Context: an optimization exercise on an open-source flow, tuned for small area and a short achievable clock period. The choices shown serve that exercise and are no tape-out recipe.
No functional check of the RTL was part of any run shown here.
No activity file was given, so power comes from the tool's default toggle rates.

### design.v
module HA(input a, input b, output s, output co);
  assign s = a ^ b;
  assign co = a & b;
endmodule
module HAN(input a, input b, output s, output co);
  assign s = ~(a ^ b);
  OR2 o (a, b, co);
endmodule
module OR2(input a, input b, output y);
  assign y = a | b;
endmodule
module FA(input a, input b, input c, output s, output co);
  assign s = a ^ b ^ c;
  assign co = (a & b) | (a & c) | (b & c);
endmodule
module FA1(input a, input b, output s, output co);
  assign s = ~(a ^ b);
  OR2 o (a, b, co);
endmodule
module G_NAND2(input a, input b, output y);
  assign y = ~(a & b);
endmodule
module G_NOR2(input a, input b, output y);
  assign y = ~(a | b);
endmodule
module G_XOR2(input a, input b, output y);
  assign y = a ^ b;
endmodule
module G_XNOR2(input a, input b, output y);
  assign y = ~(a ^ b);
endmodule
module G_INV(input a, output y);
  assign y = ~a;
endmodule
module G_AOI21(input a1, input a2, input b1, output y);
  assign y = ~((a1 & a2) | b1);
endmodule
module G_OAI21(input a1, input a2, input b1, output y);
  assign y = ~((a1 | a2) & b1);
endmodule
module complex(clk, a0, a1, b0, b1, im, re);
  input clk;
  input [7:0] a0, a1, b0, b1;
  output reg [15:0] im, re;
  wire [15:0] re_d, im_d;
  wire rs1;
  wire rc2;
  wire rs3;
  wire rc4;
  wire rs5;
  wire rc6;
  wire rs7;
  wire rc8;
  wire rs9;
  wire rc10;
  wire rs11;
  wire rc12;
  wire rs13;
  wire rc14;
  wire rs15;
  wire rc16;
  wire rs17;
  wire rc18;
  wire rs19;
  wire rc20;
  wire rs21;
  wire rc22;
  wire rs23;
  wire rc24;
  wire rs25;
  wire rc26;
  wire rs27;
  wire rc28;
  wire rs29;
  wire rc30;
  wire rs31;
  wire rc32;
  wire rs33;
  wire rc34;
  wire rs35;
  wire rc36;
  wire rs37;
  wire rc38;
  wire rs39;
  wire rc40;
  wire rs41;
  wire rc42;
  wire rs43;
  wire rc44;
  wire rs45;
  wire rc46;
  wire rs47;
  wire rc48;
  wire rs49;
  wire rc50;
  wire rs51;
  wire rc52;
  wire rs53;
  wire rc54;
  wire rs55;
  wire rc56;
  wire rs57;
  wire rc58;
  wire rs59;
  wire rc60;
  wire rs61;
  wire rc62;
  wire rs63;
  wire rc64;
  wire rn65;
  wire rs66;
  wire rc67;
  wire rs68;
  wire rc69;
  wire rs70;
  wire rc71;
  wire rs72;
  wire rc73;
  wire rs74;
  wire rc75;
  wire rs76;
  wire rc77;
  wire rs78;
  wire rc79;
  wire rs80;
  wire rc81;
  wire rs82;
  wire rc83;
  wire rs84;
  wire rc85;
  wire rs86;
  wire rc87;
  wire rs88;
  wire rc89;
  wire rs90;
  wire rc91;
  wire rs92;
  wire rc93;
  wire rs94;
  wire rc95;
  wire rs96;
  wire rc97;
  wire rs98;
  wire rc99;
  wire rs100;
  wire rc101;
  wire rs102;
  wire rc103;
  wire rs104;
  wire rc105;
  wire rs106;
  wire rc107;
  wire rs108;
  wire rc109;
  wire rs110;
  wire rc111;
  wire rs112;
  wire rc113;
  wire rs114;
  wire rc115;
  wire rs116;
  wire rc117;
  wire rs118;
  wire rc119;
  wire rs120;
  wire rc121;
  wire rn122;
  wire rs123;
  wire rc124;
  wire rs125;
  wire rc126;
  wire rs127;
  wire rc128;
  wire rs129;
  wire rc130;
  wire rs131;
  wire rc132;
  wire rs133;
  wire rc134;
  wire rs135;
  wire rc136;
  wire rs137;
  wire rc138;
  wire rs139;
  wire rc140;
  wire rs141;
  wire rc142;
  wire rs143;
  wire rc144;
  wire rs145;
  wire rc146;
  wire rs147;
  wire rc148;
  wire rs149;
  wire rc150;
  wire rs151;
  wire rc152;
  wire rs153;
  wire rc154;
  wire rs155;
  wire rc156;
  wire rs157;
  wire rc158;
  wire rs159;
  wire rc160;
  wire rs161;
  wire rc162;
  wire rs163;
  wire rc164;
  wire rs165;
  wire rc166;
  wire rs167;
  wire rc168;
  wire rs169;
  wire rc170;
  wire rs171;
  wire rc172;
  wire rs173;
  wire rc174;
  wire rs175;
  wire rc176;
  wire rs177;
  wire rc178;
  wire rs179;
  wire rc180;
  wire rs181;
  wire rc182;
  wire rs183;
  wire rc184;
  wire rs185;
  wire rc186;
  wire rs187;
  wire rc188;
  wire rs189;
  wire rc190;
  wire rs191;
  wire rc192;
  wire rs193;
  wire rc194;
  wire rs195;
  wire rc196;
  wire rs197;
  wire rc198;
  wire rs199;
  wire rc200;
  wire rs201;
  wire rc202;
  wire rs203;
  wire rc204;
  wire rs205;
  wire rc206;
  wire rs207;
  wire rc208;
  wire rs209;
  wire rc210;
  wire rs211;
  wire rc212;
  wire rs213;
  wire rc214;
  wire rs215;
  wire rc216;
  wire rs217;
  wire rc218;
  wire rs219;
  wire rc220;
  wire rs221;
  wire rc222;
  wire rs223;
  wire rc224;
  wire rs225;
  wire rc226;
  wire rars227;
  wire rarc228;
  wire rars229;
  wire rarc230;
  wire rars231;
  wire rarc232;
  wire rars233;
  wire rarc234;
  wire rars235;
  wire rarc236;
  wire rars237;
  wire rarc238;
  wire rapw239;
  wire ragw240;
  wire ratw241;
  wire rapw242;
  wire ragw243;
  wire ratw244;
  wire rapw245;
  wire ragw246;
  wire ratw247;
  wire rapw248;
  wire ragw249;
  wire ratw250;
  wire rapw251;
  wire ragw252;
  wire ratw253;
  wire rapw254;
  wire ragw255;
  wire ratw256;
  wire rapw257;
  wire ragw258;
  wire ratw259;
  wire rapw260;
  wire ragw261;
  wire ratw262;
  wire rapw263;
  wire ragw264;
  wire ratw265;
  wire rapw266;
  wire raiw267;
  wire raxw268;
  wire raxw269;
  wire rayw270;
  wire raiw271;
  wire raxw272;
  wire raxw273;
  wire raxw274;
  wire raxw275;
  wire rayw276;
  wire raxw277;
  wire rayw278;
  wire raiw279;
  wire raxw280;
  wire raxw281;
  wire raiw282;
  wire raiw283;
  wire raxw284;
  wire rayw285;
  wire raxw286;
  wire raiw287;
  wire raxw288;
  wire raiw289;
  wire raxw290;
  wire rasw291;
  wire rasw292;
  wire rasw293;
  wire rasw294;
  wire rasw295;
  wire rasw296;
  wire rasw297;
  wire rasw298;
  wire rasw299;
  wire rasw300;
  wire is301;
  wire ic302;
  wire is303;
  wire ic304;
  wire is305;
  wire ic306;
  wire is307;
  wire ic308;
  wire is309;
  wire ic310;
  wire is311;
  wire ic312;
  wire is313;
  wire ic314;
  wire is315;
  wire ic316;
  wire is317;
  wire ic318;
  wire is319;
  wire ic320;
  wire is321;
  wire ic322;
  wire is323;
  wire ic324;
  wire is325;
  wire ic326;
  wire is327;
  wire ic328;
  wire is329;
  wire ic330;
  wire is331;
  wire ic332;
  wire is333;
  wire ic334;
  wire is335;
  wire ic336;
  wire is337;
  wire ic338;
  wire is339;
  wire ic340;
  wire is341;
  wire ic342;
  wire is343;
  wire ic344;
  wire is345;
  wire ic346;
  wire is347;
  wire ic348;
  wire is349;
  wire ic350;
  wire is351;
  wire ic352;
  wire is353;
  wire ic354;
  wire is355;
  wire ic356;
  wire is357;
  wire ic358;
  wire is359;
  wire ic360;
  wire is361;
  wire ic362;
  wire is363;
  wire ic364;
  wire is365;
  wire ic366;
  wire is367;
  wire ic368;
  wire is369;
  wire ic370;
  wire is371;
  wire ic372;
  wire is373;
  wire ic374;
  wire is375;
  wire ic376;
  wire is377;
  wire ic378;
  wire is379;
  wire ic380;
  wire is381;
  wire ic382;
  wire is383;
  wire ic384;
  wire is385;
  wire ic386;
  wire is387;
  wire ic388;
  wire is389;
  wire ic390;
  wire is391;
  wire ic392;
  wire is393;
  wire ic394;
  wire is395;
  wire ic396;
  wire is397;
  wire ic398;
  wire is399;
  wire ic400;
  wire is401;
  wire ic402;
  wire is403;
  wire ic404;
  wire is405;
  wire ic406;
  wire is407;
  wire ic408;
  wire is409;
  wire ic410;
  wire is411;
  wire ic412;
  wire is413;
  wire ic414;
  wire is415;
  wire ic416;
  wire is417;
  wire ic418;
  wire is419;
  wire ic420;
  wire is421;
  wire ic422;
  wire is423;
  wire ic424;
  wire is425;
  wire ic426;
  wire is427;
  wire ic428;
  wire is429;
  wire ic430;
  wire is431;
  wire ic432;
  wire is433;
  wire ic434;
  wire is435;
  wire ic436;
  wire is437;
  wire ic438;
  wire is439;
  wire ic440;
  wire is441;
  wire ic442;
  wire is443;
  wire ic444;
  wire is445;
  wire ic446;
  wire is447;
  wire ic448;
  wire is449;
  wire ic450;
  wire is451;
  wire ic452;
  wire is453;
  wire ic454;
  wire is455;
  wire ic456;
  wire is457;
  wire ic458;
  wire is459;
  wire ic460;
  wire is461;
  wire ic462;
  wire is463;
  wire ic464;
  wire is465;
  wire ic466;
  wire is467;
  wire ic468;
  wire is469;
  wire ic470;
  wire is471;
  wire ic472;
  wire is473;
  wire ic474;
  wire is475;
  wire ic476;
  wire is477;
  wire ic478;
  wire is479;
  wire ic480;
  wire is481;
  wire ic482;
  wire is483;
  wire ic484;
  wire is485;
  wire ic486;
  wire is487;
  wire ic488;
  wire is489;
  wire ic490;
  wire is491;
  wire ic492;
  wire is493;
  wire ic494;
  wire is495;
  wire ic496;
  wire is497;
  wire ic498;
  wire is499;
  wire ic500;
  wire is501;
  wire ic502;
  wire is503;
  wire ic504;
  wire is505;
  wire ic506;
  wire is507;
  wire ic508;
  wire is509;
  wire ic510;
  wire iasw511;
  wire iarw512;
  wire iars513;
  wire iarc514;
  wire iaow515;
  wire iars516;
  wire iarc517;
  wire iaow518;
  wire iars519;
  wire iarc520;
  wire iaow521;
  wire iars522;
  wire iarc523;
  wire iaow524;
  wire iars525;
  wire iarc526;
  wire iaow527;
  wire iapw528;
  wire iagw529;
  wire iatw530;
  wire iapw531;
  wire iagw532;
  wire iatw533;
  wire iapw534;
  wire iagw535;
  wire iatw536;
  wire iapw537;
  wire iagw538;
  wire iatw539;
  wire iapw540;
  wire iagw541;
  wire iatw542;
  wire iapw543;
  wire iagw544;
  wire iatw545;
  wire iapw546;
  wire iagw547;
  wire iatw548;
  wire iapw549;
  wire iagw550;
  wire iatw551;
  wire iapw552;
  wire iagw553;
  wire iatw554;
  wire iapw555;
  wire iaiw556;
  wire iaxw557;
  wire iaxw558;
  wire iayw559;
  wire iaiw560;
  wire iaxw561;
  wire iaxw562;
  wire iaxw563;
  wire iaxw564;
  wire iayw565;
  wire iaxw566;
  wire iayw567;
  wire iaiw568;
  wire iaxw569;
  wire iaxw570;
  wire iaiw571;
  wire iaiw572;
  wire iaxw573;
  wire iayw574;
  wire iaxw575;
  wire iaiw576;
  wire iaxw577;
  wire iaiw578;
  wire iaxw579;
  wire iasw580;
  wire iasw581;
  wire iasw582;
  wire iasw583;
  wire iasw584;
  wire iasw585;
  wire iasw586;
  wire iasw587;
  wire iasw588;
  wire iasw589;
  FA1 ru2 ((a0[0] & b0[6]), (a0[1] & b0[5]), rs1, rc2);
  FA1 ru4 ((a0[0] & b0[7]), (a0[1] & b0[6]), rs3, rc4);
  FA ru6 ((a0[2] & b0[5]), (a0[3] & b0[4]), (a0[4] & b0[3]), rs5, rc6);
  HA ru8 ((a0[5] & b0[2]), (a0[6] & b0[1]), rs7, rc8);
  FA1 ru10 ((a0[1] & b0[7]), (a0[2] & b0[6]), rs9, rc10);
  FA ru12 ((a0[3] & b0[5]), (a0[4] & b0[4]), (a0[5] & b0[3]), rs11, rc12);
  HA ru14 ((a0[6] & b0[2]), (a0[7] & b0[1]), rs13, rc14);
  FA ru16 ((a0[2] & b0[7]), (a0[3] & b0[6]), (a0[4] & b0[5]), rs15, rc16);
  FA1 ru18 ((a0[0] & b0[4]), (a0[1] & b0[3]), rs17, rc18);
  FA1 ru20 ((a0[0] & b0[5]), (a0[1] & b0[4]), rs19, rc20);
  FA ru22 ((a0[2] & b0[3]), (a0[3] & b0[2]), (a0[4] & b0[1]), rs21, rc22);
  HA ru24 ((a0[5] & b0[0]), ~(a1[0] & b1[5]), rs23, rc24);
  FA ru26 ((a0[2] & b0[4]), (a0[3] & b0[3]), (a0[4] & b0[2]), rs25, rc26);
  FA ru28 ((a0[5] & b0[1]), (a0[6] & b0[0]), ~(a1[0] & b1[6]), rs27, rc28);
  FA ru30 (~(a1[1] & b1[5]), ~(a1[2] & b1[4]), ~(a1[3] & b1[3]), rs29, rc30);
  HA ru32 (~(a1[4] & b1[2]), ~(a1[5] & b1[1]), rs31, rc32);
  FA ru34 ((a0[7] & b0[0]), ~(a1[0] & b1[7]), ~(a1[1] & b1[6]), rs33, rc34);
  FA ru36 (~(a1[2] & b1[5]), ~(a1[3] & b1[4]), ~(a1[4] & b1[3]), rs35, rc36);
  FA ru38 (~(a1[5] & b1[2]), ~(a1[6] & b1[1]), ~(a1[7] & b1[0]), rs37, rc38);
  FA ru40 (rc2, rs3, rs7, rs39, rc40);
  FA ru42 (~(a1[1] & b1[7]), ~(a1[2] & b1[6]), ~(a1[3] & b1[5]), rs41, rc42);
  FA ru44 (~(a1[4] & b1[4]), ~(a1[5] & b1[3]), ~(a1[6] & b1[2]), rs43, rc44);
  FA ru46 (~(a1[7] & b1[1]), rc4, rc8, rs45, rc46);
  FA ru48 (rs9, rs13, rc6, rs47, rc48);
  FA ru50 ((a0[5] & b0[4]), (a0[6] & b0[3]), (a0[7] & b0[2]), rs49, rc50);
  FA ru52 (~(a1[2] & b1[7]), ~(a1[3] & b1[6]), ~(a1[4] & b1[5]), rs51, rc52);
  FA ru54 (~(a1[5] & b1[4]), ~(a1[6] & b1[3]), ~(a1[7] & b1[2]), rs53, rc54);
  FA ru56 (rc10, rc14, rc12, rs55, rc56);
  FA ru58 ((a0[3] & b0[7]), (a0[4] & b0[6]), (a0[5] & b0[5]), rs57, rc58);
  FA ru60 ((a0[6] & b0[4]), (a0[7] & b0[3]), ~(a1[3] & b1[7]), rs59, rc60);
  FA ru62 (~(a1[4] & b1[6]), ~(a1[5] & b1[5]), ~(a1[6] & b1[4]), rs61, rc62);
  FA ru64 ((a0[4] & b0[7]), (a0[5] & b0[6]), (a0[6] & b0[5]), rs63, rc64);
  assign rn65 = ~((a0[0] & b0[2]));
  FA1 ru67 ((a0[0] & b0[3]), (a0[1] & b0[2]), rs66, rc67);
  FA ru69 ((a0[2] & b0[1]), (a0[3] & b0[0]), ~(a1[0] & b1[3]), rs68, rc69);
  FA ru71 ((a0[2] & b0[2]), (a0[3] & b0[1]), (a0[4] & b0[0]), rs70, rc71);
  FA ru73 (~(a1[0] & b1[4]), ~(a1[1] & b1[3]), ~(a1[2] & b1[2]), rs72, rc73);
  HA ru75 (~(a1[3] & b1[1]), ~(a1[4] & b1[0]), rs74, rc75);
  FA ru77 (~(a1[1] & b1[4]), ~(a1[2] & b1[3]), ~(a1[3] & b1[2]), rs76, rc77);
  FA ru79 (~(a1[4] & b1[1]), ~(a1[5] & b1[0]), rc18, rs78, rc79);
  FA ru81 (rs19, rs23, rc75, rs80, rc81);
  FA ru83 (~(a1[6] & b1[0]), rc20, rs1, rs82, rc83);
  FA ru85 (rc24, rs31, rc22, rs84, rc85);
  FA ru87 (rc77, rs25, rs27, rs86, rc87);
  FA ru89 (rc32, rc26, rc28, rs88, rc89);
  FA ru91 (rc30, rs5, rs33, rs90, rc91);
  FA ru93 (rs35, rs37, rc83, rs92, rc93);
  FA ru95 (rc34, rc36, rc38, rs94, rc95);
  FA ru97 (rs11, rs41, rs43, rs96, rc97);
  FA ru99 (rc40, rs45, rc89, rs98, rc99);
  FA ru101 (rc42, rc44, rs15, rs100, rc101);
  FA ru103 (rs49, rs51, rs53, rs102, rc103);
  FA ru105 (rc46, rc48, rc95, rs104, rc105);
  FA ru107 (~(a1[7] & b1[3]), rc16, rc50, rs106, rc107);
  FA ru109 (rc52, rc54, rs57, rs108, rc109);
  FA ru111 (rs59, rs61, rc56, rs110, rc111);
  FA ru113 ((a0[7] & b0[4]), ~(a1[4] & b1[7]), ~(a1[5] & b1[6]), rs112, rc113);
  FA ru115 (~(a1[6] & b1[5]), ~(a1[7] & b1[4]), rc58, rs114, rc115);
  FA ru117 (rc60, rc62, rs63, rs116, rc117);
  FA ru119 ((a0[5] & b0[7]), (a0[6] & b0[6]), (a0[7] & b0[5]), rs118, rc119);
  FA ru121 (~(a1[5] & b1[7]), ~(a1[6] & b1[6]), ~(a1[7] & b1[5]), rs120, rc121);
  assign rn122 = ~((a0[0] & b0[1]));
  FA ru124 ((a0[1] & b0[1]), (a0[2] & b0[0]), ~(a1[0] & b1[2]), rs123, rc124);
  HA ru126 (~(a1[1] & b1[1]), ~(a1[2] & b1[0]), rs125, rc126);
  FA ru128 (~(a1[1] & b1[2]), ~(a1[2] & b1[1]), ~(a1[3] & b1[0]), rs127, rc128);
  FA ru130 ((a0[0] & b0[2]), rs66, rc126, rs129, rc130);
  FA ru132 (rc67, rs17, rs74, rs131, rc132);
  FA ru134 (rc69, rc128, rs70, rs133, rc134);
  FA ru136 (rc71, rc73, rs21, rs135, rc136);
  FA ru138 (rs76, rs78, rc132, rs137, rc138);
  FA ru140 (rs29, rc79, rc81, rs139, rc140);
  FA ru142 (rs82, rs84, rc136, rs141, rc142);
  FA ru144 (rs39, rc85, rc87, rs143, rc144);
  FA ru146 (rs88, rs90, rc140, rs145, rc146);
  FA ru148 (rs47, rc91, rs94, rs147, rc148);
  FA ru150 (rs96, rc93, rs98, rs149, rc150);
  FA ru152 (rs55, rc97, rs100, rs151, rc152);
  FA ru154 (rs102, rc99, rs104, rs153, rc154);
  FA ru156 (rc101, rc103, rs106, rs155, rc156);
  FA ru158 (rs108, rc105, rs110, rs157, rc158);
  FA ru160 (rs112, rc107, rc109, rs159, rc160);
  FA ru162 (rs114, rs116, rc111, rs161, rc162);
  FA ru164 (rc64, rc113, rs118, rs163, rc164);
  FA ru166 (rs120, rc115, rc117, rs165, rc166);
  FA ru168 ((a0[6] & b0[7]), (a0[7] & b0[6]), ~(a1[6] & b1[7]), rs167, rc168);
  FA ru170 (~(a1[7] & b1[6]), rc119, rc121, rs169, rc170);
  HA ru172 ((a0[1] & b0[0]), ~(a1[0] & b1[1]), rs171, rc172);
  FA ru174 ((a0[0] & b0[1]), rn65, rs125, rs173, rc174);
  FA ru176 (rc124, rs68, rs127, rs175, rc176);
  FA ru178 (rs72, rc130, rs131, rs177, rc178);
  FA ru180 (rs80, rc134, rs135, rs179, rc180);
  FA ru182 (rs86, rc138, rs139, rs181, rc182);
  FA ru184 (rs92, rc142, rs143, rs183, rc184);
  FA ru186 (rc144, rs147, rc146, rs185, rc186);
  FA ru188 (rc148, rs151, rc150, rs187, rc188);
  FA ru190 (rc152, rs155, rc154, rs189, rc190);
  FA ru192 (rc156, rs159, rc158, rs191, rc192);
  FA ru194 (rs163, rc160, rs165, rs193, rc194);
  FA ru196 (rs167, rc164, rs169, rs195, rc196);
  FA ru198 ((a0[7] & b0[7]), ~(a1[7] & b1[7]), rc168, rs197, rc198);
  HA ru200 (~(a1[1] & b1[0]), rn122, rs199, rc200);
  FA ru202 (rc172, rc200, rs123, rs201, rc202);
  FA ru204 (rc174, rs129, rc202, rs203, rc204);
  FA ru206 (rc176, rs133, rs177, rs205, rc206);
  FA ru208 (rs137, rc178, rs179, rs207, rc208);
  FA ru210 (rs141, rc180, rs181, rs209, rc210);
  FA ru212 (rc182, rs145, rs183, rs211, rc212);
  FA ru214 (rs149, rc184, rs185, rs213, rc214);
  FA ru216 (rs153, rc186, rs187, rs215, rc216);
  FA ru218 (rs157, rc188, rs189, rs217, rc218);
  FA ru220 (rs161, rc190, rs191, rs219, rc220);
  FA ru222 (rc162, rs193, rc192, rs221, rc222);
  FA ru224 (rc166, rs195, rc194, rs223, rc224);
  FA ru226 (rc170, rs197, rc196, rs225, rc226);
  FA1 raru228 ((a0[0] & b0[0]), ~(a1[0] & b1[0]), rars227, rarc228);
  FA raru230 (rs171, rs199, rarc228, rars229, rarc230);
  FA raru232 (rs173, rs201, rarc230, rars231, rarc232);
  FA raru234 (rs175, rs203, rarc232, rars233, rarc234);
  FA raru236 (rc204, rs205, rarc234, rars235, rarc236);
  FA raru238 (rc206, rs207, rarc236, rars237, rarc238);
  G_XOR2 rapu239 (rc208, rs209, rapw239);
  G_NAND2 ragu240 (rc208, rs209, ragw240);
  G_NOR2 ratu241 (rc208, rs209, ratw241);
  G_XOR2 rapu242 (rc210, rs211, rapw242);
  G_NAND2 ragu243 (rc210, rs211, ragw243);
  G_NOR2 ratu244 (rc210, rs211, ratw244);
  G_XOR2 rapu245 (rc212, rs213, rapw245);
  G_NAND2 ragu246 (rc212, rs213, ragw246);
  G_NOR2 ratu247 (rc212, rs213, ratw247);
  G_XOR2 rapu248 (rc214, rs215, rapw248);
  G_NAND2 ragu249 (rc214, rs215, ragw249);
  G_NOR2 ratu250 (rc214, rs215, ratw250);
  G_XOR2 rapu251 (rc216, rs217, rapw251);
  G_NAND2 ragu252 (rc216, rs217, ragw252);
  G_NOR2 ratu253 (rc216, rs217, ratw253);
  G_XOR2 rapu254 (rc218, rs219, rapw254);
  G_NAND2 ragu255 (rc218, rs219, ragw255);
  G_NOR2 ratu256 (rc218, rs219, ratw256);
  G_XOR2 rapu257 (rc220, rs221, rapw257);
  G_NAND2 ragu258 (rc220, rs221, ragw258);
  G_NOR2 ratu259 (rc220, rs221, ratw259);
  G_XOR2 rapu260 (rc222, rs223, rapw260);
  G_NAND2 ragu261 (rc222, rs223, ragw261);
  G_NOR2 ratu262 (rc222, rs223, ratw262);
  G_XOR2 rapu263 (rc224, rs225, rapw263);
  G_NAND2 ragu264 (rc224, rs225, ragw264);
  G_NOR2 ratu265 (rc224, rs225, ratw265);
  G_XOR2 rapu266 (rc198, rc226, rapw266);
  G_INV raiu267 (rarc238, raiw267);
  G_OAI21 raxu268 (ratw241, raiw267, ragw240, raxw268);
  G_OAI21 raxu269 (ratw247, ragw243, ragw246, raxw269);
  G_NOR2 rayu270 (ratw247, ratw244, rayw270);
  G_INV raiu271 (raxw268, raiw271);
  G_OAI21 raxu272 (ratw244, raiw271, ragw243, raxw272);
  G_AOI21 raxu273 (rayw270, raxw268, raxw269, raxw273);
  G_OAI21 raxu274 (ratw250, raxw273, ragw249, raxw274);
  G_OAI21 raxu275 (ratw256, ragw252, ragw255, raxw275);
  G_NOR2 rayu276 (ratw256, ratw253, rayw276);
  G_OAI21 raxu277 (ratw262, ragw258, ragw261, raxw277);
  G_NOR2 rayu278 (ratw262, ratw259, rayw278);
  G_INV raiu279 (raxw274, raiw279);
  G_OAI21 raxu280 (ratw253, raiw279, ragw252, raxw280);
  G_AOI21 raxu281 (rayw276, raxw274, raxw275, raxw281);
  G_INV raiu282 (raxw277, raiw282);
  G_INV raiu283 (rayw278, raiw283);
  G_OAI21 raxu284 (ratw265, raiw282, ragw264, raxw284);
  G_NOR2 rayu285 (ratw265, raiw283, rayw285);
  G_OAI21 raxu286 (ratw259, raxw281, ragw258, raxw286);
  G_INV raiu287 (raxw281, raiw287);
  G_AOI21 raxu288 (rayw278, raiw287, raxw277, raxw288);
  G_INV raiu289 (raxw281, raiw289);
  G_AOI21 raxu290 (rayw285, raiw289, raxw284, raxw290);
  G_XOR2 rasu291 (rapw239, rarc238, rasw291);
  G_XOR2 rasu292 (rapw242, raxw268, rasw292);
  G_XOR2 rasu293 (rapw245, raxw272, rasw293);
  G_XNOR2 rasu294 (rapw248, raxw273, rasw294);
  G_XOR2 rasu295 (rapw251, raxw274, rasw295);
  G_XOR2 rasu296 (rapw254, raxw280, rasw296);
  G_XNOR2 rasu297 (rapw257, raxw281, rasw297);
  G_XOR2 rasu298 (rapw260, raxw286, rasw298);
  G_XNOR2 rasu299 (rapw263, raxw288, rasw299);
  G_XNOR2 rasu300 (rapw266, raxw290, rasw300);
  HAN iu302 (~(a0[0] & b1[6]), ~(a0[1] & b1[5]), is301, ic302);
  FA iu304 (~(a0[0] & b1[7]), ~(a0[1] & b1[6]), ~(a0[2] & b1[5]), is303, ic304);
  FA iu306 (~(a0[3] & b1[4]), ~(a0[4] & b1[3]), ~(a0[5] & b1[2]), is305, ic306);
  FA iu308 (~(a0[1] & b1[7]), ~(a0[2] & b1[6]), ~(a0[3] & b1[5]), is307, ic308);
  HAN iu310 (~(a0[4] & b1[4]), ~(a0[5] & b1[3]), is309, ic310);
  HAN iu312 (~(a0[2] & b1[7]), ~(a0[3] & b1[6]), is311, ic312);
  HAN iu314 (~(a0[0] & b1[4]), ~(a0[1] & b1[3]), is313, ic314);
  FA iu316 (~(a0[0] & b1[5]), ~(a0[1] & b1[4]), ~(a0[2] & b1[3]), is315, ic316);
  FA iu318 (~(a0[3] & b1[2]), ~(a0[4] & b1[1]), ~(a0[5] & b1[0]), is317, ic318);
  FA iu320 (~(a0[2] & b1[4]), ~(a0[3] & b1[3]), ~(a0[4] & b1[2]), is319, ic320);
  FA iu322 (~(a0[5] & b1[1]), ~(a0[6] & b1[0]), ~(a1[0] & b0[6]), is321, ic322);
  FA iu324 (~(a1[1] & b0[5]), ~(a1[2] & b0[4]), ~(a1[3] & b0[3]), is323, ic324);
  FA iu326 (~(a0[6] & b1[1]), ~(a0[7] & b1[0]), ~(a1[0] & b0[7]), is325, ic326);
  FA iu328 (~(a1[1] & b0[6]), ~(a1[2] & b0[5]), ~(a1[3] & b0[4]), is327, ic328);
  FA iu330 (~(a1[4] & b0[3]), ~(a1[5] & b0[2]), ~(a1[6] & b0[1]), is329, ic330);
  HAN iu332 (~(a1[7] & b0[0]), ic302, is331, ic332);
  FA iu334 (~(a0[6] & b1[2]), ~(a0[7] & b1[1]), ~(a1[1] & b0[7]), is333, ic334);
  FA iu336 (~(a1[2] & b0[6]), ~(a1[3] & b0[5]), ~(a1[4] & b0[4]), is335, ic336);
  FA iu338 (~(a1[5] & b0[3]), ~(a1[6] & b0[2]), ~(a1[7] & b0[1]), is337, ic338);
  FA iu340 (is309, ic304, ic306, is339, ic340);
  FA iu342 (~(a0[4] & b1[5]), ~(a0[5] & b1[4]), ~(a0[6] & b1[3]), is341, ic342);
  FA iu344 (~(a0[7] & b1[2]), ~(a1[2] & b0[7]), ~(a1[3] & b0[6]), is343, ic344);
  FA iu346 (~(a1[4] & b0[5]), ~(a1[5] & b0[4]), ~(a1[6] & b0[3]), is345, ic346);
  FA iu348 (~(a1[7] & b0[2]), ic310, is311, is347, ic348);
  FA iu350 (~(a0[3] & b1[7]), ~(a0[4] & b1[6]), ~(a0[5] & b1[5]), is349, ic350);
  FA iu352 (~(a0[6] & b1[4]), ~(a0[7] & b1[3]), ~(a1[3] & b0[7]), is351, ic352);
  FA iu354 (~(a1[4] & b0[6]), ~(a1[5] & b0[5]), ~(a1[6] & b0[4]), is353, ic354);
  FA iu356 (~(a0[4] & b1[7]), ~(a0[5] & b1[6]), ~(a0[6] & b1[5]), is355, ic356);
  FA iu358 (~(a0[0] & b1[3]), ~(a0[1] & b1[2]), ~(a0[2] & b1[1]), is357, ic358);
  FA iu360 (~(a0[2] & b1[2]), ~(a0[3] & b1[1]), ~(a0[4] & b1[0]), is359, ic360);
  FA iu362 (~(a1[0] & b0[4]), ~(a1[1] & b0[3]), ~(a1[2] & b0[2]), is361, ic362);
  FA iu364 (~(a1[0] & b0[5]), ~(a1[1] & b0[4]), ~(a1[2] & b0[3]), is363, ic364);
  FA iu366 (~(a1[3] & b0[2]), ~(a1[4] & b0[1]), ~(a1[5] & b0[0]), is365, ic366);
  HAN iu368 (ic314, ic360, is367, ic368);
  FA iu370 (~(a1[4] & b0[2]), ~(a1[5] & b0[1]), ~(a1[6] & b0[0]), is369, ic370);
  FA iu372 (is301, ic316, ic318, is371, ic372);
  FA iu374 (ic364, ic366, is319, is373, ic374);
  FA iu376 (ic320, ic322, ic324, is375, ic376);
  FA iu378 (ic370, is303, is305, is377, ic378);
  FA iu380 (is325, is327, is329, is379, ic380);
  FA iu382 (ic326, ic328, ic330, is381, ic382);
  FA iu384 (is307, is333, is335, is383, ic384);
  FA iu386 (is337, ic332, ic376, is385, ic386);
  FA iu388 (ic308, ic334, ic336, is387, ic388);
  FA iu390 (ic338, is341, is343, is389, ic390);
  FA iu392 (is345, is347, ic340, is391, ic392);
  FA iu394 (~(a1[7] & b0[3]), ic312, ic342, is393, ic394);
  FA iu396 (ic344, ic346, is349, is395, ic396);
  FA iu398 (is351, is353, ic348, is397, ic398);
  FA iu400 (~(a0[7] & b1[4]), ~(a1[4] & b0[7]), ~(a1[5] & b0[6]), is399, ic400);
  FA iu402 (~(a1[6] & b0[5]), ~(a1[7] & b0[4]), ic350, is401, ic402);
  FA iu404 (ic352, ic354, is355, is403, ic404);
  FA iu406 (~(a0[5] & b1[7]), ~(a0[6] & b1[6]), ~(a0[7] & b1[5]), is405, ic406);
  FA iu408 (~(a1[5] & b0[7]), ~(a1[6] & b0[6]), ~(a1[7] & b0[5]), is407, ic408);
  FA iu410 (~(a0[0] & b1[2]), ~(a0[1] & b1[1]), ~(a0[2] & b1[0]), is409, ic410);
  FA iu412 (~(a0[3] & b1[0]), ~(a1[0] & b0[3]), ~(a1[1] & b0[2]), is411, ic412);
  HAN iu414 (~(a1[2] & b0[1]), ~(a1[3] & b0[0]), is413, ic414);
  FA iu416 (~(a1[3] & b0[1]), ~(a1[4] & b0[0]), is313, is415, ic416);
  FA iu418 (ic414, ic358, ic412, is417, ic418);
  FA iu420 (ic362, is315, is317, is419, ic420);
  FA iu422 (is363, is365, is367, is421, ic422);
  FA iu424 (is321, is323, is369, is423, ic424);
  FA iu426 (ic368, is371, ic420, is425, ic426);
  FA iu428 (is331, ic372, ic374, is427, ic428);
  FA iu430 (is375, ic424, is377, is429, ic430);
  FA iu432 (is339, ic378, ic380, is431, ic432);
  FA iu434 (is381, is383, is385, is433, ic434);
  FA iu436 (ic382, ic384, is387, is435, ic436);
  FA iu438 (is389, ic386, is391, is437, ic438);
  FA iu440 (ic388, ic390, is393, is439, ic440);
  FA iu442 (is395, is397, ic392, is441, ic442);
  FA iu444 (is399, ic394, ic396, is443, ic444);
  FA iu446 (is401, is403, ic398, is445, ic446);
  FA iu448 (ic356, ic400, is405, is447, ic448);
  FA iu450 (is407, ic402, ic404, is449, ic450);
  FA iu452 (~(a0[6] & b1[7]), ~(a0[7] & b1[6]), ~(a1[6] & b0[7]), is451, ic452);
  FA iu454 (~(a1[7] & b0[6]), ic406, ic408, is453, ic454);
  HAN iu456 (~(a0[0] & b1[1]), ~(a0[1] & b1[0]), is455, ic456);
  FA iu458 (~(a1[0] & b0[2]), ~(a1[1] & b0[1]), ~(a1[2] & b0[0]), is457, ic458);
  FA iu460 (is413, ic410, ic458, is459, ic460);
  FA iu462 (is359, is361, is415, is461, ic462);
  FA iu464 (ic416, ic418, is419, is463, ic464);
  FA iu466 (is373, is423, ic422, is465, ic466);
  FA iu468 (is379, ic426, is427, is467, ic468);
  FA iu470 (ic428, ic430, is431, is469, ic470);
  FA iu472 (ic432, is435, ic434, is471, ic472);
  FA iu474 (ic436, is439, ic438, is473, ic474);
  FA iu476 (ic440, is443, is445, is475, ic476);
  FA iu478 (is447, ic444, is449, is477, ic478);
  FA iu480 (is451, ic448, is453, is479, ic480);
  FA iu482 (~(a0[7] & b1[7]), ~(a1[7] & b0[7]), ic452, is481, ic482);
  HAN iu484 (~(a1[0] & b0[1]), ~(a1[1] & b0[0]), is483, ic484);
  FA iu486 (ic456, ic484, is409, is485, ic486);
  FA iu488 (is357, is411, is459, is487, ic488);
  FA iu490 (ic460, is417, is461, is489, ic490);
  FA iu492 (is421, ic462, is463, is491, ic492);
  FA iu494 (is425, ic464, is465, is493, ic494);
  FA iu496 (is429, ic466, is467, is495, ic496);
  FA iu498 (is433, ic468, is469, is497, ic498);
  FA iu500 (is437, ic470, is471, is499, ic500);
  FA iu502 (is441, ic472, is473, is501, ic502);
  FA iu504 (ic442, is475, ic474, is503, ic504);
  FA iu506 (ic446, is477, ic476, is505, ic506);
  FA iu508 (ic450, is479, ic478, is507, ic508);
  FA iu510 (ic454, is481, ic480, is509, ic510);
  G_XOR2 iasu511 (~(a0[0] & b1[0]), ~(a1[0] & b0[0]), iasw511);
  OR2 iaru512 (~(a0[0] & b1[0]), ~(a1[0] & b0[0]), iarw512);
  FA iaru514 (is455, is483, iarw512, iars513, iarc514);
  G_INV iaou515 (iars513, iaow515);
  FA iaru517 (is457, is485, iarc514, iars516, iarc517);
  G_INV iaou518 (iars516, iaow518);
  FA iaru520 (ic486, is487, iarc517, iars519, iarc520);
  G_INV iaou521 (iars519, iaow521);
  FA iaru523 (ic488, is489, iarc520, iars522, iarc523);
  G_INV iaou524 (iars522, iaow524);
  FA iaru526 (ic490, is491, iarc523, iars525, iarc526);
  G_INV iaou527 (iars525, iaow527);
  G_XOR2 iapu528 (ic492, is493, iapw528);
  G_NAND2 iagu529 (ic492, is493, iagw529);
  G_NOR2 iatu530 (ic492, is493, iatw530);
  G_XOR2 iapu531 (ic494, is495, iapw531);
  G_NAND2 iagu532 (ic494, is495, iagw532);
  G_NOR2 iatu533 (ic494, is495, iatw533);
  G_XOR2 iapu534 (ic496, is497, iapw534);
  G_NAND2 iagu535 (ic496, is497, iagw535);
  G_NOR2 iatu536 (ic496, is497, iatw536);
  G_XOR2 iapu537 (ic498, is499, iapw537);
  G_NAND2 iagu538 (ic498, is499, iagw538);
  G_NOR2 iatu539 (ic498, is499, iatw539);
  G_XOR2 iapu540 (ic500, is501, iapw540);
  G_NAND2 iagu541 (ic500, is501, iagw541);
  G_NOR2 iatu542 (ic500, is501, iatw542);
  G_XOR2 iapu543 (ic502, is503, iapw543);
  G_NAND2 iagu544 (ic502, is503, iagw544);
  G_NOR2 iatu545 (ic502, is503, iatw545);
  G_XOR2 iapu546 (ic504, is505, iapw546);
  G_NAND2 iagu547 (ic504, is505, iagw547);
  G_NOR2 iatu548 (ic504, is505, iatw548);
  G_XOR2 iapu549 (ic506, is507, iapw549);
  G_NAND2 iagu550 (ic506, is507, iagw550);
  G_NOR2 iatu551 (ic506, is507, iatw551);
  G_XOR2 iapu552 (ic508, is509, iapw552);
  G_NAND2 iagu553 (ic508, is509, iagw553);
  G_NOR2 iatu554 (ic508, is509, iatw554);
  G_XOR2 iapu555 (ic482, ic510, iapw555);
  G_INV iaiu556 (iarc526, iaiw556);
  G_AOI21 iaxu557 (iagw529, iaiw556, iatw530, iaxw557);
  G_AOI21 iaxu558 (iagw535, iatw533, iatw536, iaxw558);
  G_NAND2 iayu559 (iagw535, iagw532, iayw559);
  G_INV iaiu560 (iaxw557, iaiw560);
  G_AOI21 iaxu561 (iagw532, iaiw560, iatw533, iaxw561);
  G_OAI21 iaxu562 (iayw559, iaxw557, iaxw558, iaxw562);
  G_AOI21 iaxu563 (iagw538, iaxw562, iatw539, iaxw563);
  G_AOI21 iaxu564 (iagw544, iatw542, iatw545, iaxw564);
  G_NAND2 iayu565 (iagw544, iagw541, iayw565);
  G_AOI21 iaxu566 (iagw550, iatw548, iatw551, iaxw566);
  G_NAND2 iayu567 (iagw550, iagw547, iayw567);
  G_INV iaiu568 (iaxw563, iaiw568);
  G_AOI21 iaxu569 (iagw541, iaiw568, iatw542, iaxw569);
  G_OAI21 iaxu570 (iayw565, iaxw563, iaxw564, iaxw570);
  G_INV iaiu571 (iaxw566, iaiw571);
  G_INV iaiu572 (iayw567, iaiw572);
  G_AOI21 iaxu573 (iagw553, iaiw571, iatw554, iaxw573);
  G_NAND2 iayu574 (iagw553, iaiw572, iayw574);
  G_AOI21 iaxu575 (iagw547, iaxw570, iatw548, iaxw575);
  G_INV iaiu576 (iaxw570, iaiw576);
  G_OAI21 iaxu577 (iayw567, iaiw576, iaxw566, iaxw577);
  G_INV iaiu578 (iaxw570, iaiw578);
  G_OAI21 iaxu579 (iayw574, iaiw578, iaxw573, iaxw579);
  G_XNOR2 iasu580 (iapw528, iarc526, iasw580);
  G_XNOR2 iasu581 (iapw531, iaxw557, iasw581);
  G_XNOR2 iasu582 (iapw534, iaxw561, iasw582);
  G_XOR2 iasu583 (iapw537, iaxw562, iasw583);
  G_XNOR2 iasu584 (iapw540, iaxw563, iasw584);
  G_XNOR2 iasu585 (iapw543, iaxw569, iasw585);
  G_XOR2 iasu586 (iapw546, iaxw570, iasw586);
  G_XNOR2 iasu587 (iapw549, iaxw575, iasw587);
  G_XOR2 iasu588 (iapw552, iaxw577, iasw588);
  G_XOR2 iasu589 (iapw555, iaxw579, iasw589);
  assign re_d[0] = rars227;
  assign re_d[1] = rars229;
  assign re_d[2] = rars231;
  assign re_d[3] = rars233;
  assign re_d[4] = rars235;
  assign re_d[5] = rars237;
  assign re_d[6] = rasw291;
  assign re_d[7] = rasw292;
  assign re_d[8] = rasw293;
  assign re_d[9] = rasw294;
  assign re_d[10] = rasw295;
  assign re_d[11] = rasw296;
  assign re_d[12] = rasw297;
  assign re_d[13] = rasw298;
  assign re_d[14] = rasw299;
  assign re_d[15] = rasw300;
  assign im_d[0] = iasw511;
  assign im_d[1] = iaow515;
  assign im_d[2] = iaow518;
  assign im_d[3] = iaow521;
  assign im_d[4] = iaow524;
  assign im_d[5] = iaow527;
  assign im_d[6] = iasw580;
  assign im_d[7] = iasw581;
  assign im_d[8] = iasw582;
  assign im_d[9] = iasw583;
  assign im_d[10] = iasw584;
  assign im_d[11] = iasw585;
  assign im_d[12] = iasw586;
  assign im_d[13] = iasw587;
  assign im_d[14] = iasw588;
  assign im_d[15] = iasw589;
  always @(posedge clk) begin
    re <= re_d;
    im <= im_d;
  end
endmodule
### flow/run.sh
#!/bin/bash
set -o pipefail
export BUFFER_PORTS_ARGS="-buffer_cell sky130_fd_sc_hd__buf_1"
cp standard.sh standard_sh.txt 2>/dev/null
bash standard.sh > standard.log 2>&1
### standard.sh
#!/bin/bash
# synth_recipe.tcl (not shown) runs the flow's synth.tcl, then flattens the netlist and writes it again
# the make line also repeats each setting of config.mk as NAME=value (left out here)
make -C /OpenROAD-flow-scripts/flow DESIGN_CONFIG=/design/flow/config.mk WORK_HOME=/design/flow/orfs CLKGATE_MAP_FILE= SYNTH_SCRIPT=/design/flow/synth_recipe.tcl "${@:-finish}"
### config.mk
export PLATFORM = sky130hd
export DESIGN_NAME = complex
export DESIGN_NICKNAME = complex
export VERILOG_FILES = /design/flow/design.v
export SDC_FILE = /design/flow/constraint.sdc
export NUM_CORES = 4
export LEC_CHECK = 0
export CAP_MARGIN = 20
export CORE_MARGIN = 2
export CORE_UTILIZATION = 40
export CTS_BUF_LIST = sky130_fd_sc_hd__clkbuf_8
export CTS_CLUSTER_DIAMETER = 200
export CTS_CLUSTER_SIZE = 32
export PLACE_DENSITY = 0.6
export SETUP_SLACK_MARGIN = 4.2
export SLEW_MARGIN = 20
export SYNTH_HIERARCHICAL = 1
### constraint.sdc
create_clock -name core_clock -period 10.0 [get_ports {clk}]
set_input_delay 2.0000 -clock core_clock [delete_from_list [all_inputs] [get_ports {clk}]]
set_output_delay 2.0000 -clock core_clock [all_outputs]
set_load 0.01 [all_outputs]
==> run notes, run 1 <==
Run status:
- The run finished with no timing, DRC or antenna violations.

Power and ir drop:
- The peak supply drop is 0.257 mV.
- Of the total power, the clock network draws 0.050.
- The fraction of power spent switching nets is 0.479.
- The power density over cell area is between 300 and 400 nW/µm².
- Of the total power, registers draw 0.096.
- The total power after layout is 2.66 mW.
- For this design the total switching power over the nets is 1.27 mW.
- The combinational share of power is 0.854.
- The cell internal power dissipation is 1.38 mW.
- The leakage component of the power is about 3.1 nW.

Worst hold path:
- The min-delay analysis places its worst path in the category in -> reg.

Floorplanning:
- The number of I/O pins is 65.
- The starting density of the core is 0.409.
- The floorplan has 49 rows.
- The core box area is around 18,000 µm².
- The chip height is 139 µm.
- The die area is about 19,000 µm².
- The floorplan step set the die width to 139 µm.

Finish:
- For this run, the share of the core covered by cells in the final layout is 0.455.
- The post-route standard cell area excluding fillers is between 8000 and 9000 µm².
- The filler-free cell count of the finished design is roughly 1k.
- Counting the fill cells in the layout gives 1,723.
- The antenna diode instance count is 0.
- The fraction of final layout cells with drive strength greater than 1 is 0.128.
- The area taken by flip-flops and latches is 641 µm².
- For this run, the post-layout net count is 1,017.
- The area used by multi-input combinational logic is 6340 µm².
- Compared with the post-synthesis result, the final layout area differs by 11.3%.

Drt:
- Dividing the detail-routed wire length by the instance count gives 16.1 µm.
- The average via count per standard cell is 4.96.
- The post-detailed-route count of antenna-violating nets is 0.
- The DRC marker count from the first detailed-route iteration is 283.
- The total length of routed wires is 16.2 mm.
- After detailed routing, the number of remaining DRC violations is 0.
- The via count is between 4k and 5k.
- The first detailed-routing pass took 4 iterations.

Synth:
- The portion of the post-synthesis area used by sequential elements is 0.0873.
- Summing every instance area after synthesis gives 7340 µm².
- The count of different cell masters after synthesis is 15.
- The Yosys step of the flow raised 7 warnings.
- Synthesis produced a netlist whose cell count is between 700 and 800.
- The synthesized net count is 958.
- Dividing the synthesized area by the synthesized cell count gives 10.3 µm².
- The total of flip-flops plus latches after synthesis is 32.

Timing:
- Setup repair after global routing left no endpoint under its margin.
- The worst pin sits at a relative slew slack of 0.828.
- The maximum achievable frequency is 0.176 GHz.
- Setup violations remaining at the end of the flow were counted as 0.
- The clock period could shrink to roughly 5.7 ns.
- For the pin with the worst max-slew slack, the measured transition is 0.257 ns.
- The total count of hold-check failures in the final report came to 0.
- On the final layout, the worst hold slack is 2.03 ns.
- The worst setup slack after layout is 4.33 ns.
- The final-report max-slew violation count is 0.
- Of the available clock period, the critical path in the final layout requires 0.567.
- Adding up every negative setup slack in the final design gives 0 ns.

CTS:
- The clock tree root driver cell is sky130_fd_sc_hd__clkbuf_8.
- Counting along the longest clock path gives a buffer depth of 2.
- The level count of the clock H-tree is 2.
- The clock transition at the register clock pins on the worst setup and hold paths after CTS is 0.08 ns.
- The CTS sink count is 32.
- Counting the buffers created by CTS gives 5.
- The TritonCTS clock tree is done.
- Hold repair after CTS inserted 0 buffers.

Global routing:
- The residual overflow from global routing is 0.
- The first-pass GRT wire length is 27.1 mm.
- In the global route stage, overall resource usage came out at 0.176.
- The initial antenna violation count is 0.
- The maximum number of pins on one net before global-route repair is 19.
- The via count of the first global-routing pass was 5,365.

Place:
- Detailed placement finished with a half-perimeter wire length of 11.9 mm.
- After detailed placement, the design holds a cell count of roughly 970.
- OpenSTA, run right after detailed placement, puts the worst setup slack at 3.43 ns.
- The congestion estimate from routability-driven global placement came to 0.797.
- The number of input and output port buffers inserted is between 60 and 70.
- The area of placed instances is 7570 µm².

Critical path:
- The critical path goes through buf_4 -> and2_1 -> fa_1 -> fa_1 -> fa_1 -> fa_1 -> fa_1 -> fa_1 -> nor2_1 -> o21ai_2 -> a21oi_4 -> o21ai_1 -> xor2_1.
- The critical path data arrival time is 5.91 ns.
- In this design, the stage delay of the slowest critical-path cell is ~0.55 ns.
- The count of buffer and inverter cells on the critical path is 1.
- In this run the worst path has a maximum fanout of 16.
- The cell repeated most along the worst path is sky130_fd_sc_hd__fa_1.
- The endpoint required time on the critical path is 10.25 ns.
- The cell family contributing the most delay on the critical path is adder cells.
- The critical path is of the in -> reg type.
- The slowest stage of the critical path belongs to the cell sky130_fd_sc_hd__fa_1.
- The worst setup path is captured at a flop.
- The sort of element at the start of the critical path is an input port.

Flow run:
- Across the run, the number of max-cap violations was 0.
==> per-module statistics from Yosys, one instance, submodules excluded, a selection <==
module | cells | cell area (µm²) | flops+latches
HA | 1 | 12.5 | 0
FA1 | 1 | 8.76 | 0
FA | 1 | 20.0 | 0
HAN | 1 | 8.76 | 0
G_NAND2 | 1 | 3.75 | 0
G_AOI21 | 1 | 8.76 | 0
OR2 | 1 | 6.26 | 0
complex | 338 | 2130 | 32
G_XOR2 | 1 | 8.76 | 0
G_OAI21 | 1 | 5.00 | 0
G_INV | 1 | 3.75 | 0
G_XNOR2 | 1 | 8.76 | 0
==> sequential cells by signal (all words and copies together) (netlist names) <==
| signal | flops |
|---|---|
| im | 16 |
| re | 16 |
==> path summary, 6_finish.rpt <==
| kind | cells after the start | end | slack (ns) | from |
|---|---|---|---|---|
| setup / recovery | 13 | re[13]$_DFF_P_ | 4.33 | b0[4] |
| hold / removal | 3 | im[0]$_DFF_P_ | 2.03 | a0[0] |
==> cell type report <==
| class | count | area share |
|---|---|---|
| multi-input cells | 614 | 0.776 |
| clock inverters | 3 | 0.00475 |
| well taps | 229 | 0.0351 |
| repair buffers | 100 | 0.0884 |
| clock buffers | 5 | 0.00842 |
| flip-flops and latches | 32 | 0.0784 |
| inverters | 19 | 0.00873 |
==> synthesized netlist by cell type <==
| cell type | instances | area, µm² |
|---|---|---|
| sky130_fd_sc_hd__clkbuf_2 | 16 | 80.1 |
| sky130_fd_sc_hd__dfxtp_1 | 32 | 641 |
| sky130_fd_sc_hd__or2_1 | 17 | 106 |
| sky130_fd_sc_hd__a21oi_2 | 13 | 114 |
| sky130_fd_sc_hd__and2_1 | 64 | 400 |
| sky130_fd_sc_hd__o21ai_1 | 13 | 65.1 |
| sky130_fd_sc_hd__ha_1 | 8 | 100 |
| sky130_fd_sc_hd__buf_6 | 12 | 135 |
| sky130_fd_sc_hd__xnor2_1 | 26 | 228 |
| sky130_fd_sc_hd__buf_4 | 20 | 150 |
| sky130_fd_sc_hd__nand2_1 | 216 | 811 |
| sky130_fd_sc_hd__nor2_1 | 22 | 82.6 |
| sky130_fd_sc_hd__xor2_1 | 31 | 272 |
| sky130_fd_sc_hd__fa_1 | 204 | 4080 |
| sky130_fd_sc_hd__inv_1 | 19 | 71.3 |
==> tightest hold or removal path, cell delays in order <==
cell,delay (ns)
sky130_fd_sc_hd__buf_8,0.13
sky130_fd_sc_hd__nand2_1,0.09
sky130_fd_sc_hd__xor2_1,0.07
==> logic make-up after synthesis <==
logic type | share of synthesized area
xor+xnor | 0.0680
compound gates | 0.0244
simple gates | 0.191
flops | 0.0873
buf+inv | 0.0595
fa+ha+maj | 0.570
==> placed cells by master, fill, tap and decap left out, types with 5 or more instances in the layout <==
cell and n:
sky130_fd_sc_hd__nand2_1 216, sky130_fd_sc_hd__fa_1 196, sky130_fd_sc_hd__and2_1 64, sky130_fd_sc_hd__buf_1 39, sky130_fd_sc_hd__buf_4 34, sky130_fd_sc_hd__dfxtp_1 32
sky130_fd_sc_hd__xor2_1 31, sky130_fd_sc_hd__xnor2_1 26, sky130_fd_sc_hd__buf_6 24, sky130_fd_sc_hd__inv_1 20, sky130_fd_sc_hd__or2_1 17, sky130_fd_sc_hd__nor2_1 17
sky130_fd_sc_hd__a21oi_2 11, sky130_fd_sc_hd__fa_2 8, sky130_fd_sc_hd__o21ai_1 8, sky130_fd_sc_hd__ha_1 8, sky130_fd_sc_hd__clkbuf_8 5
==> power groups by stage <==
stage / sequential (mW) / clock (mW) / combinational, mW
finish: 0.255 / 0.132 / 2.27
floorplan: 0.292 / 0 / 1.72
CTS: 0.256 / 0.140 / 2.09
global route: 0.261 / 0.142 / 2.60
detailed placement: 0.259 / 0 / 2.09
global placement: 0.260 / 0 / 2.04
==> layer usage <==
metal,GRT usage,part of all wire,vias up
li1,-,-,2228
met1,0.243,0.41,2576
met2,0.299,0.52,153
met3,0.0251,0.059,17
met4,0.0356,0.014,0
met5,0,0,-
==> repair_timing <==
item / 4_1_cts / 5_1_grt
pin swaps: 0 / 14
setup endpoints to repair: 11 / 10
gates resized for setup: 48 / 73
setup buffers: 0 / 29
==> inputs of run 2 (changes only) <==
--- a/config.mk
+++ b/config.mk
@@ -12,6 +12,6 @@
 export CTS_CLUSTER_DIAMETER = 200
 export CTS_CLUSTER_SIZE = 32
 export PLACE_DENSITY = 0.6
-export SETUP_SLACK_MARGIN = 4.2
+export SETUP_SLACK_MARGIN = 4.4
 export SLEW_MARGIN = 20
 export SYNTH_HIERARCHICAL = 1
==> run notes, run 2 <==
Run status:
- The run finished with no timing, DRC or antenna violations.

Timing:
- The worst setup slack after layout came to 4.48 ns (+0.141 ns).
- Setup repair after global routing could not meet its margin everywhere.
- The max-slew headroom at the worst pin is 0.831 (+0.00320).
- The post-layout minimum cycle time is 5.52 ns (-0.141 ns).
- The final-report max-slew violation count came to 0 (unchanged).
- The final-layout worst hold slack is 2.01 ns (-0.0182 ns).
- The transition time of the tightest slew-check pin came to 0.252 ns (-0.00477 ns).
- The maximum achievable frequency was 0.181 GHz (+2.6%).
- The number of setup violations in the final report was 0 (unchanged).
- The final period utilization was 0.552 (-0.0141).
- The total count of hold-check failures in the final report is 0 (unchanged).
- The accumulated negative setup slack is 0 ns (unchanged).

Finish:
- The most common cell after layout, fill and taps aside is sky130_fd_sc_hd__nand2_1.
- The largest registers in the layout are im: 16 flops, re: 16 flops.
- The antenna diode instance count is 0 (unchanged).
- The area taken by flip-flops and latches is 641 µm² (unchanged).
- The area growth from synthesis to layout is 18.0%.
- The area used by multi-input combinational logic came to 6570 µm² (+3.7%).
- The fraction of final layout cells with drive strength greater than 1 came to 0.238 (+0.110).
- In the layout the commonest cells are 203 x sky130_fd_sc_hd__nand2_1, 164 x sky130_fd_sc_hd__fa_1, 54 x sky130_fd_sc_hd__and2_1, 40 x sky130_fd_sc_hd__fa_2, 40 x sky130_fd_sc_hd__buf_4.
- The net count of the finished layout was 1,030 (+1.3%).
- The fill cell instance count of the final layout is 1,668 (-3.2%).

Global routing:
- The via count of the first global-routing pass is 5,683 (+5.9%).
- The residual overflow from global routing is 0 (unchanged).
- The initial antenna violation count was 0 (unchanged).
- The first-pass GRT wire length is 28.4 mm (+4.8%).
- The maximum number of pins on one net before global-route repair is 19 (unchanged).
- The total routing usage reported by global routing came to 0.185 (+0.00923).

Critical path:
- Walking the worst path, the cells encountered are buf_8 -> nand2_2 -> ha_4 -> fa_1 -> fa_1 -> fa_1 -> fa_2 -> fa_2 -> inv_2 -> o21ai_4 -> a21oi_2 -> o21ai_2 -> a21oi_4 -> inv_2 -> a21oi_2 -> xnor2_1.
- The critical path data arrival time was 5.76 ns (-0.15 ns).
- The critical path is of the in -> reg type.
- The biggest cell delay along the critical path is 0.57 ns (+0.02 ns).
- The most numerous cell type found on the critical path is sky130_fd_sc_hd__fa_1.
- The sort of element at the start of the critical path is an input port.
- The slowest stage of the critical path belongs to the cell sky130_fd_sc_hd__fa_1.
- The largest fanout of any net on the critical path is 16 (unchanged).
- The endpoint required time on the critical path is 10.24 ns (about the same).
- The critical path capture point type is a flop.

Floorplanning:
- The floorplan die width is 139 µm (unchanged).
- The number of cell rows came to 49 (unchanged).
- The chip height was 139 µm (unchanged).
- The core box area is 18,000 µm² (unchanged).
- The number of I/O pins came to 65 (unchanged).
- The die area is 19,400 µm² (unchanged).
- The starting density of the core is 0.409 (unchanged).

Synth:
- The portion of the post-synthesis area used by sequential elements is 0.0873 (unchanged).
- The cell type with the highest aggregate area in the netlist is sky130_fd_sc_hd__fa_1.
- The synthesized net count is 958 (unchanged).
- The top cell type's share of synthesized area is 0.556 (unchanged).
- The most used flip-flop cell after synthesis is sky130_fd_sc_hd__dfxtp_1.
- The cell with the most instances after synthesis is sky130_fd_sc_hd__nand2_1.
- The count of different cell masters after synthesis came to 15 (unchanged).
- Sorting the synthesized cells by how often they occur yields 216 x sky130_fd_sc_hd__nand2_1, 204 x sky130_fd_sc_hd__fa_1, 64 x sky130_fd_sc_hd__and2_1.
- The summed instance area of the synthesized netlist came to 7340 µm² (unchanged).
- The mean cell area of the mapped netlist was 10.3 µm² (unchanged).
- Sorting the synthesized cells by area gives the leading types as sky130_fd_sc_hd__fa_1 56%, sky130_fd_sc_hd__nand2_1 11%, sky130_fd_sc_hd__dfxtp_1 8.7%, sky130_fd_sc_hd__and2_1 5.5%, sky130_fd_sc_hd__xor2_1 3.7%.
- The number of enable flip-flop cells after synthesis is 0 (unchanged).
- The fraction of synthesis flops using an asynchronous set or reset pin is 0 (unchanged).
- The yosys synthesis warning count came to 7 (unchanged).
- The synthesized netlist cell count is 713 (unchanged).
- The total of flip-flops plus latches after synthesis is 32 (unchanged).

CTS:
- The CTS sink count was 32 (unchanged).
- The level count of the clock H-tree is 2 (unchanged).
- The maximum buffer depth of the clock tree was 2 (unchanged).
- The TritonCTS clock tree is done.
- The clock transition at the register clock pins on the worst setup and hold paths after CTS is 0.08 ns (about the same).
- The number of buffers created by CTS is 5 (unchanged).
- The count of hold buffers inserted by post-cts repair is 0 (unchanged).
- Clock tree synthesis selected as its root buffer the cell sky130_fd_sc_hd__clkbuf_8.

Worst hold path:
- The classification of the worst-slack hold path is in -> reg.
- The number of cells on the worst hold path came to 3 (unchanged).

Drt:
- The DRC marker count from the first detailed-route iteration is 264 (-6.7%).
- The number of optimization iterations in the first detailed-route pass is 5 (+1).
- The average via count per standard cell was 5.02 (+1.1%).
- The per-cell routed wire length was 16.5 µm (+2.1%).
- The number of DRC violations after detailed routing is 0 (unchanged).
- The via count came to 5,092 (+2.4%).
- The post-detailed-route count of antenna-violating nets came to 0 (unchanged).
- The total length of routed wires is 16.7 mm (+3.4%).

Place:
- The post-placement setup slack came to 3.45 ns (+0.0196 ns).
- The half-perimeter wire length after placement is 11.7 mm (-1.4%).
- The final RePlAce weighted congestion was 0.812 (+1.9%).
- The number of input and output port buffers inserted came to 64 (unchanged).

Flow run:
- The total of max-cap violations is 0 (unchanged).

Power and ir drop:
- The leakage component of the power came to 3.27 nW (+5.0%).
- The peak supply drop is 0.299 mV (+16%).
- The power density over cell area is 337 nW/µm² (+3.6%).
- The total power after layout is 2.92 mW (+9.8%).
-- run 2: final timing paths --
kind              start        endpoint
setup / recovery  a1[3]  re[14]$_DFF_P_
hold / removal    b0[0]   im[0]$_DFF_P_
-- run 2: layout make-up --
cell class | count | area share
multi-input combinational | 614 | 0.759
timing repair buffer | 113 | 0.114
sequential | 32 | 0.0740
tap | 229 | 0.0331
inverter | 19 | 0.00823
clock buffer | 5 | 0.00794
clock inverter | 3 | 0.00448
-- run 2: stage by stage --
step,instance area [µm²],util,std cells
6_report,8660,0.482,1015
5_1_grt,8660,0.482,1015
4_1_cts,8280,0.461,1004
3_5_place_dp,7640,0.426,965
3_3_place_gp,7640,0.426,965
2_1_floorplan,7620,-,713
-- run 2: logic make-up (layout without fill, tap and decap cells) --
kind of cell             after synthesis  after routing  share of synthesized area
buffers and inverters                 67            140                     0.0595
AND/OR/NAND/NOR                      319            319                      0.191
XOR/XNOR                              57             57                     0.0680
AO/OA/AOI/OAI                         26             26                     0.0244
adder cells (fa/ha/maj)              212            212                      0.570
flip-flops                            32             32                     0.0873
-- run 2: repair_timing --
| item | 4_1_cts | 5_1_grt |
|---|---|---|
| pin swaps | 33 | 57 |
| endpoints found under the hold margin | 0 | 0 |
| setup endpoints to repair | 14 | 9 |
| resized for setup | 122 | 93 |
| gates cloned | 2 | 0 |
| buffers inserted | 29 | 11 |
-- run 2: per-module statistics from Yosys (local to each module, per instance), a selection --
module	times used	cells
G_NOR2	22	1
G_INV	19	1
G_OAI21	13	1
G_NAND2	22	1
HA	8	1
FA	204	1
G_XNOR2	10	1
G_AOI21	13	1
HAN	9	1
FA1	7	1
-- run 2: layer usage --
| metal | vias to the layer above | GRT usage | share of wire |
|---|---|---|---|
| met5 | - | 0 | 0 |
| met4 | 0 | 0.0367 | 0.0093 |
| met3 | 10 | 0.0306 | 0.069 |
| met2 | 165 | 0.322 | 0.51 |
| met1 | 2652 | 0.247 | 0.41 |
| li1 | 2265 | - | - |
-- run 2: where the power goes --
part / total [mW] / internal (mW) / switching, mW
clock: 0.131 / 0.0730 / 0.0577
sequential: 0.254 / 0.240 / 0.0140
combinational: 2.53 / 1.23 / 1.30
-- run 2: critical path: cells and delay by family --
| kind | cells | cell delay (ns) |
|---|---|---|
| xor gates and xnor gates | 1 | 0.12 |
| AOI/OAI and AO/OA | 5 | 0.73 |
| adders and majority gates | 6 | 2.54 |
| and+or+nand+nor | 1 | 0.09 |
| buffers and inverters | 3 | 0.28 |
==> inputs of run 3 (changes only) <==
--- a/config.mk
+++ b/config.mk
@@ -12,6 +12,6 @@
 export CTS_CLUSTER_DIAMETER = 200
 export CTS_CLUSTER_SIZE = 32
 export PLACE_DENSITY = 0.6
-export SETUP_SLACK_MARGIN = 4.4
+export SETUP_SLACK_MARGIN = 4.6
 export SLEW_MARGIN = 20
 export SYNTH_HIERARCHICAL = 1
==> run notes, run 3 <==
Run status:
- The flow ran to the end and the layout has no timing, DRC or antenna violations.

Synth:
- The total of flip-flops plus latches after synthesis was 32 (unchanged).
- The portion of the post-synthesis area used by sequential elements is 0.0873 (unchanged).
- The synthesized netlist cell count came to 713 (unchanged).
- The summed instance area of the synthesized netlist is 7340 µm² (unchanged).
- The most instantiated flip-flop cell in the synthesis netlist is sky130_fd_sc_hd__dfxtp_1.
- The mean cell area of the mapped netlist is 10.3 µm² (unchanged).
- Of all cell types, the one taking the most synthesized area is sky130_fd_sc_hd__fa_1.
- The yosys synthesis warning count is 7 (unchanged).
- The commonest cells after synthesis are 216 x sky130_fd_sc_hd__nand2_1, 204 x sky130_fd_sc_hd__fa_1, 64 x sky130_fd_sc_hd__and2_1.
- The synthesized net count is 958 (unchanged).

CTS:
- The clock transition at the register clock pins on the worst setup and hold paths after CTS came to 0.08 ns (about the same).
- The number of buffers created by CTS came to 5 (unchanged).
- The TritonCTS clock tree is done.
- The count of hold buffers inserted by post-cts repair came to 0 (unchanged).
- The maximum buffer depth of the clock tree is 2 (unchanged).

Drt:
- The post-detailed-route count of antenna-violating nets is 0 (unchanged).
- In this run the top signal layer used is met4.
- The number of DRC violations after detailed routing is 0 (unchanged).
- The routed length on met2 is 9.01 mm (+6.2%).
- The wire length on met1 came to 7.07 mm (+2.1%).
- The DRC marker count from the first detailed-route iteration is 307 (+16%).

Floorplanning:
- The number of cell rows is 49 (unchanged).
- The die area came to 19,400 µm² (unchanged).
- The starting density of the core is 0.409 (unchanged).

Power and ir drop:
- The clock power share was 0.035 (-0.010).
- The sequential group share of total power was 0.081 (-0.006).
- The power dissipated by switching net loads is 1.46 mW (+6.8%).
- The combinational share of power is 0.884 (+0.016).
- The fraction of power spent switching nets came to 0.465 (-0.00469).

Global routing:
- The total routing usage reported by global routing is 0.186 (+0.000226).
- The maximum number of pins on one net before global-route repair was 19 (unchanged).
- The residual overflow from global routing came to 0 (unchanged).
- The first-pass GRT wire length is 28.4 mm (unchanged).

Critical path:
- Counting stages on the worst path, the most repeated cell is sky130_fd_sc_hd__fa_1.
- The biggest cell delay along the critical path is 0.49 ns (-0.08 ns).
- The critical path class is in -> reg.
- The largest fanout of any net on the critical path is 5 (-11).

Finish:
- Leaving out fill and tap cells, the most frequent cell in the layout is sky130_fd_sc_hd__nand2_1.
- The fill cell instance count of the final layout is 1,663 (-0.30%).
- The net count of the finished layout is 1,043 (+1.3%).
- The area growth from synthesis to layout is 19.4%.
- The antenna diode instance count is 0 (unchanged).

Worst hold path:
- The hold-critical path endpoint is im[0]$_DFF_P_.
- The launch instance of the worst min-delay path is a1[0].

Timing:
- The worst setup slack after layout is 4.42 ns (-0.0542 ns).
- The max-slew headroom at the worst pin is 0.799 (-0.0320).
- The total count of hold-check failures in the final report is 0 (unchanged).

Place:
- The number of input and output port buffers inserted came to 64 (unchanged).
## run 3: cell types whose count changed in the layout (fill, tap and decap cells not counted), moves of 2 or more
cell                       delta
sky130_fd_sc_hd__o21ai_2      -3
sky130_fd_sc_hd__clkbuf_2     +3
sky130_fd_sc_hd__buf_1        -2
sky130_fd_sc_hd__buf_12       -3
sky130_fd_sc_hd__and2_4       -3
sky130_fd_sc_hd__buf_4        +2
sky130_fd_sc_hd__and2_1       +3
sky130_fd_sc_hd__fa_2         +8
sky130_fd_sc_hd__buf_6       +17
sky130_fd_sc_hd__o21ai_4      +2
sky130_fd_sc_hd__buf_8        -4
sky130_fd_sc_hd__fa_1         -8
## run 3: stage by stage
step	instance area (µm²)	util	hold slack, ns	power [mW]	cells
6_report	8760	0.488	2.02	3.15	1028
5_1_grt	8760	0.488	2.01	3.50	1028
4_1_cts	8300	0.462	2.00	2.76	1005
3_5_place_dp	7650	0.426	2.38	2.39	966
3_3_place_gp	7650	0.426	2.39	2.34	966
2_1_floorplan	7620	-	2.23	2.05	713
## run 3: Yosys stat by module, one instance, submodules excluded, excerpt
module / cells / flip-flops and latches / area, µm² / times used
G_NAND2: 1 / 0 / 3.75 / 22
FA1: 1 / 0 / 8.76 / 7
HA: 1 / 0 / 12.5 / 8
complex: 338 / 32 / 2130 / 1
FA: 1 / 0 / 20.0 / 204
OR2: 1 / 0 / 6.26 / 17
G_XOR2: 1 / 0 / 8.76 / 31
G_INV: 1 / 0 / 3.75 / 19
## run 3: worst max path at each step
stage / from / to / cells past startpoint
final: a1[4] / re[14]$_DFF_P_ / 18
after floorplan: a1[0] / im[15]$_DFF_P_ / 16
after CTS: a0[6] / re[14]$_DFF_P_ / 17
after global routing: a1[1] / re[14]$_DFF_P_ / 15
after global placement: b1[2] / im[14]$_DFF_P_ / 16
after detailed placement: a1[0] / im[15]$_DFF_P_ / 16
## run 3: kinds of logic after synthesis
kind of cell,Yosys count,share of synthesized area
xor gates and xnor gates,57,0.0680
DFF,32,0.0873
adders and majority gates,212,0.570
buffers and inverters,67,0.0595
AOI/OAI and AO/OA,26,0.0244
and+or+nand+nor,319,0.191
## run 3: worst max-delay path: cells and delay by family
kind	cells	cell delay [ns]
AOI/OAI and AO/OA	5	0.74
and+or+nand+nor	1	0.09
buffers and inverters	5	0.51
adders and majority gates	6	2.34
xor gates and xnor gates	1	0.12
## run 3: power by group through the flow
stage          Combinational (mW)  Sequential [mW]  Clock [mW]
2_1_floorplan                1.76            0.292           0
3_3_place_gp                 2.09            0.260           0
3_5_place_dp                 2.13            0.259           0
4_1_cts                      2.39            0.256       0.120
5_1_grt                      3.11            0.262       0.124
6_report                     2.78            0.254       0.112
## run 3: cell type report
type,count,area [µm²],share of cell area
multi-input combinational,614,6610,0.755
timing repair buffer,126,1060,0.121
sequential,32,641,0.0731
tap,229,287,0.0327
clock buffer,6,82.6,0.00942
inverter,19,71.3,0.00814
clock inverter,2,10.0,0.00114
## run 3: timing repair
item | CTS | global route
setup buffers | 30 | 21
cloned | 1 | 2
endpoints found under the setup margin | 18 | 11
pin swaps | 33 | 49
resized for setup | 132 | 80
## run 3: metal layers
layer  global-route usage  vias to the layer above
met3               0.0372                       11
li1                     -                     2285
met1                0.249                     2744
met4               0.0362                        0
met2                0.316                      167
met5                    0                        -

-- afterwards: timing with drivers on the ports --
The flow's constraints put no driver on any port. The routed layouts listed below were extracted and timed again, unchanged, in two steps. Step 1 assumes that a clkbuf_16 drives the clock port and a buf_2 every other input. Step 2 adds t to the input delays and takes it off the output delays; t is the mean of the earliest and latest rising clock arrival at the registers after step 1. Input paths then give back, and output paths get back, about the clock's delay inside the block. Three values: ideal, step 1, step 2; two values: the first two.
| run | shift t [ns] | setup WS [ns] | slew at the worst register clock pin (ns) |
|---|---|---|---|
| run 1 | 0.344 | 4.334 / 4.339 / 3.995 | 0.08 / 0.08 |
| run 2 | 0.343 | 4.475 / 4.446 / 4.103 | 0.08 / 0.08 |
| run 3 | 0.342 | 4.421 / 4.410 / 4.068 | 0.08 / 0.08 |
After both steps every run listed still meets setup and hold. The setup slack of run 2, which loses most, moves by -0.029 ns with the drivers and by -0.372 ns with both steps.
